This design comes from an exercise in tuning for small area and a short achievable clock period on the open sky130 flow, not from production work. Where RTL was checked, it was by simulation tests only, not by an equivalence proof against the original. Power is estimated from default activity; no workload was simulated.

==> 01-11 <==
Design riscv_cpu, start of the top module:
module riscv_cpu (
  input  logic        clk_i,
  input  logic        rst_i,
  output logic [31:0] instr_addr_o,
  input  logic [31:0] instr_i,
  output logic        mem_req_o,
  output logic        mem_we_o,
  output logic [ 3:0] mem_be_o,
  output logic [31:0] mem_addr_o,
  output logic [31:0] mem_wd_o,
  input  logic [31:0] mem_rd_i,
  input  logic        mem_ready_i,
  input  logic [15:0] irq_req_i,
  output logic [15:0] irq_ret_o
);
==> module rf_mux, before the edit <==
module rf_mux(
  input  logic [31:1] d_i,
  input  logic [31:0] sel_n_i,
  output logic        y_o
);
assign y_o = sel_n_i[0] & (&(d_i | sel_n_i[31:1]));
endmodule
Settings: LEC_CHECK=0, CAP_MARGIN=20, CORE_MARGIN=2, CORE_UTILIZATION=40, CTS_BUF_LIST=sky130_fd_sc_hd__clkbuf_4, PLACE_DENSITY=0.6, SLEW_MARGIN=20, SYNTH_HIERARCHICAL=1; clock period 26.0 ns.
standard.sh (not shown) runs the stock make flow with config.mk's settings and CLKGATE_MAP_FILE= SYNTH_SCRIPT=/design/flow/synth_recipe.tcl, a recipe that flattens the netlist after the stock synthesis.
==> flow/flow/run.sh <==
#!/bin/bash
# The standard layout (standard.sh), with two changes to how the layout
# is optimised; the clock period, SDC and all constraints are unchanged:
#  * repair_timing aims for extra setup slack, so the flow works on the real
#    critical paths instead of stopping once the 26 ns period is met;
#  * port buffers are plain buffers rather than clock-delay cells.
set -o pipefail
export SETUP_SLACK_MARGIN=11
export BUFFER_PORTS_ARGS="-buffer_cell sky130_fd_sc_hd__buf_2"
bash standard.sh > standard.log 2>&1
==> 10-09: changes against 01-11 <==
--- a/flow/design.v
+++ b/flow/design.v
@@ -98,15 +98,33 @@
 assign sel_n_o = ~(32'b1 << a_i);
 endmodule
 module rf_mux(
   input  logic [31:1] d_i,
   input  logic [31:0] sel_n_i,
   output logic        y_o
 );
-assign y_o = sel_n_i[0] & (&(d_i | sel_n_i[31:1]));
+logic [15:0] g_n;
+rf_grp  grp (.d_i(d_i), .sel_n_i(sel_n_i), .g_n_o(g_n));
+rf_and16 red (.g_n_i(g_n), .y_o(y_o));
+endmodule
+module rf_grp(
+  input  logic [31:1] d_i,
+  input  logic [31:0] sel_n_i,
+  output logic [15:0] g_n_o
+);
+logic [31:0] t;
+assign t = {d_i, 1'b0} | sel_n_i;
+always_comb
+  for (int k = 0; k < 16; k++) g_n_o[k] = ~(t[2*k] & t[2*k+1]);
+endmodule
+module rf_and16(
+  input  logic [15:0] g_n_i,
+  output logic        y_o
+);
+assign y_o = ~(|g_n_i);
 endmodule
 module riscv_core (
   input  logic        clk_i,
   input  logic        rst_i,
   input  logic [31:0] instr_i,
   input  logic [15:0] irq_req_i,
   output logic [31:0] instr_addr_o,
==> flow/flow/run.sh (replaced) <==
#!/bin/bash
# The standard layout (standard.sh), with two changes to how the layout
# is optimised; the clock period, SDC and all constraints are unchanged:
#  * repair_timing aims for extra setup slack, so the flow works on the real
#    critical paths instead of stopping once the 26 ns period is met;
#  * port buffers are plain buffers rather than clock-delay cells.
set -o pipefail
export SETUP_SLACK_MARGIN=11.5
export BUFFER_PORTS_ARGS="-buffer_cell sky130_fd_sc_hd__buf_2"
bash standard.sh > standard.log 2>&1
CTS_BUF_LIST = sky130_fd_sc_hd__clkbuf_8   (was sky130_fd_sc_hd__clkbuf_4)
CTS_CLUSTER_DIAMETER = 60   (was not set)
CTS_CLUSTER_SIZE = 16   (was not set)
==> 08-21: changes against 01-11 <==
--- a/flow/design.v
+++ b/flow/design.v
@@ -421,15 +421,15 @@
 logic [31:0] next_PC;
 logic [31:0] PC_4;
 logic [31:0] PC_target;
 logic [31:0] agu;
 logic        stall;
 logic        stall_reg;
 logic        jump_flag;
-riscv_agu agu_unit (.rs1_i(rd_1), .imm_i(imm_LS[11:0]), .sum_o(agu));
+assign agu       = rd_1 + imm_LS;
 assign PC_target = PC + imm_PC;
 assign PC_4      = {PC[31:2] + 30'd1, PC[1:0]};
 assign jump_flag = jal | (alu_flag & branch);
 assign next_PC = mret ? mepc :
                  trap ? mtvec :
                  jalr ? {agu[31:1], 1'b0} :
                  jump_flag ? PC_target : PC_4;
@@ -471,30 +471,14 @@
     decoder_pkg::LDST_B:  load_data = {{24{ld_byte[7]}}, ld_byte};
     decoder_pkg::LDST_BU: load_data = {24'b0, ld_byte};
     decoder_pkg::LDST_H:  load_data = {{16{ld_half[15]}}, ld_half};
     decoder_pkg::LDST_HU: load_data = {16'b0, ld_half};
     default:              load_data = mem_rd_i;
   endcase
 endmodule
-module riscv_agu (
-  input  logic [31:0] rs1_i,
-  input  logic [11:0] imm_i,
-  output logic [31:0] sum_o
-);
-logic [12:0] lo;
-logic [19:0] hi_inc, hi_dec;
-assign lo     = {1'b0, rs1_i[11:0]} + {1'b0, imm_i};
-always_comb
-  for (int k = 0; k < 20; k++) begin
-    hi_inc[k] = rs1_i[12+k] ^ (&(rs1_i[12 +: 20] | ~(20'hfffff >> (20 - k))));
-    hi_dec[k] = rs1_i[12+k] ^ ~(|(rs1_i[12 +: 20] & (20'hfffff >> (20 - k))));
-  end
-assign sum_o  = {(imm_i[11] == lo[12]) ? rs1_i[31:12] :
-                 (lo[12] ? hi_inc : hi_dec), lo[11:0]};
-endmodule
 module riscv_cpu (
   input  logic        clk_i,
   input  logic        rst_i,
   output logic [31:0] instr_addr_o,
   input  logic [31:0] instr_i,
   output logic        mem_req_o,
   output logic        mem_we_o,
CTS_BUF_LIST = sky130_fd_sc_hd__clkbuf_8   (was sky130_fd_sc_hd__clkbuf_4)
==> comparison table <==
metric	08-21	01-11	10-09
Status	no timing/DRC/antenna violations	no timing/DRC/antenna violations	no timing/DRC/antenna violations
Leakage power	26.4 nW	25.1 nW	24.7 nW
Area overhead of the layout relative to synthesis	16.0%	13.8%	15.7%
Vias in the first global route	56,200	55,600	54,300
Net total in the final layout	6,984	6,857	6,395
Count of placed standard cells in the final layout, fillers left out	8,979	8,914	8,323
Critical path peak fanout	32	32	19
Fraction of synthesized cell area taken by the top area cell type	46.5%	46.9%	47.4%
Avg Vias per Cell	6.94	6.90	7.31
FF-to-FF setup slack	18.06 ns	17.88 ns	18.01 ns
Post-layout utilization of the core	46.8%	45.7%	46.6%
Least-Margin Pin Slew	1.23 ns	1.28 ns	1.34 ns
Cell count of the worst reg-to-reg path	21	20	21
Die width	404 um	402 um	400 um
Maximum clock path buffer count	3	4	3
P_seq	2.13 mW	2.12 mW	2.12 mW
For 10-09 and 08-21, only the layout was checked, not whether the RTL still works.

afterwards: timing with drivers on the ports:
No port has a modelled driver above. Below, the same layouts with a new extraction and two added sets of constraints. Step 1 (the two cells are an assumption about what drives the block):
set clk [get_ports {clk_i}]
set_driving_cell -lib_cell sky130_fd_sc_hd__clkbuf_16 $clk
set_driving_cell -lib_cell sky130_fd_sc_hd__buf_2 [delete_from_list [all_inputs] $clk]
Step 2 also shifts input and output timing later by t, the mid clock arrival at the registers, as if the neighbouring blocks saw the same clock. a / b / c = no drivers / after step 1 / after step 2; a / b = the first two.
run | shift t [ns] | setup slack, ns | worst setup path after step 2 | clock arrival spread, ns | worst slew at a driven data input, ns
01-11 | 1.451 | 10.897 / 10.863 / 10.863 | input to output | 0.167 / 0.166 | 0.09
10-09 | 0.961 | 11.390 / 11.298 / 11.298 | input to output | 0.116 / 0.116 | 0.16
08-21 | 1.002 | 10.993 / 10.865 / 10.865 | input to output | 0.084 / 0.084 | 0.15
After both steps setup and hold are still met in every run listed. For 08-21, which loses most, drivers alone change the setup slack by -0.128 ns; drivers and shift together by -0.128 ns.
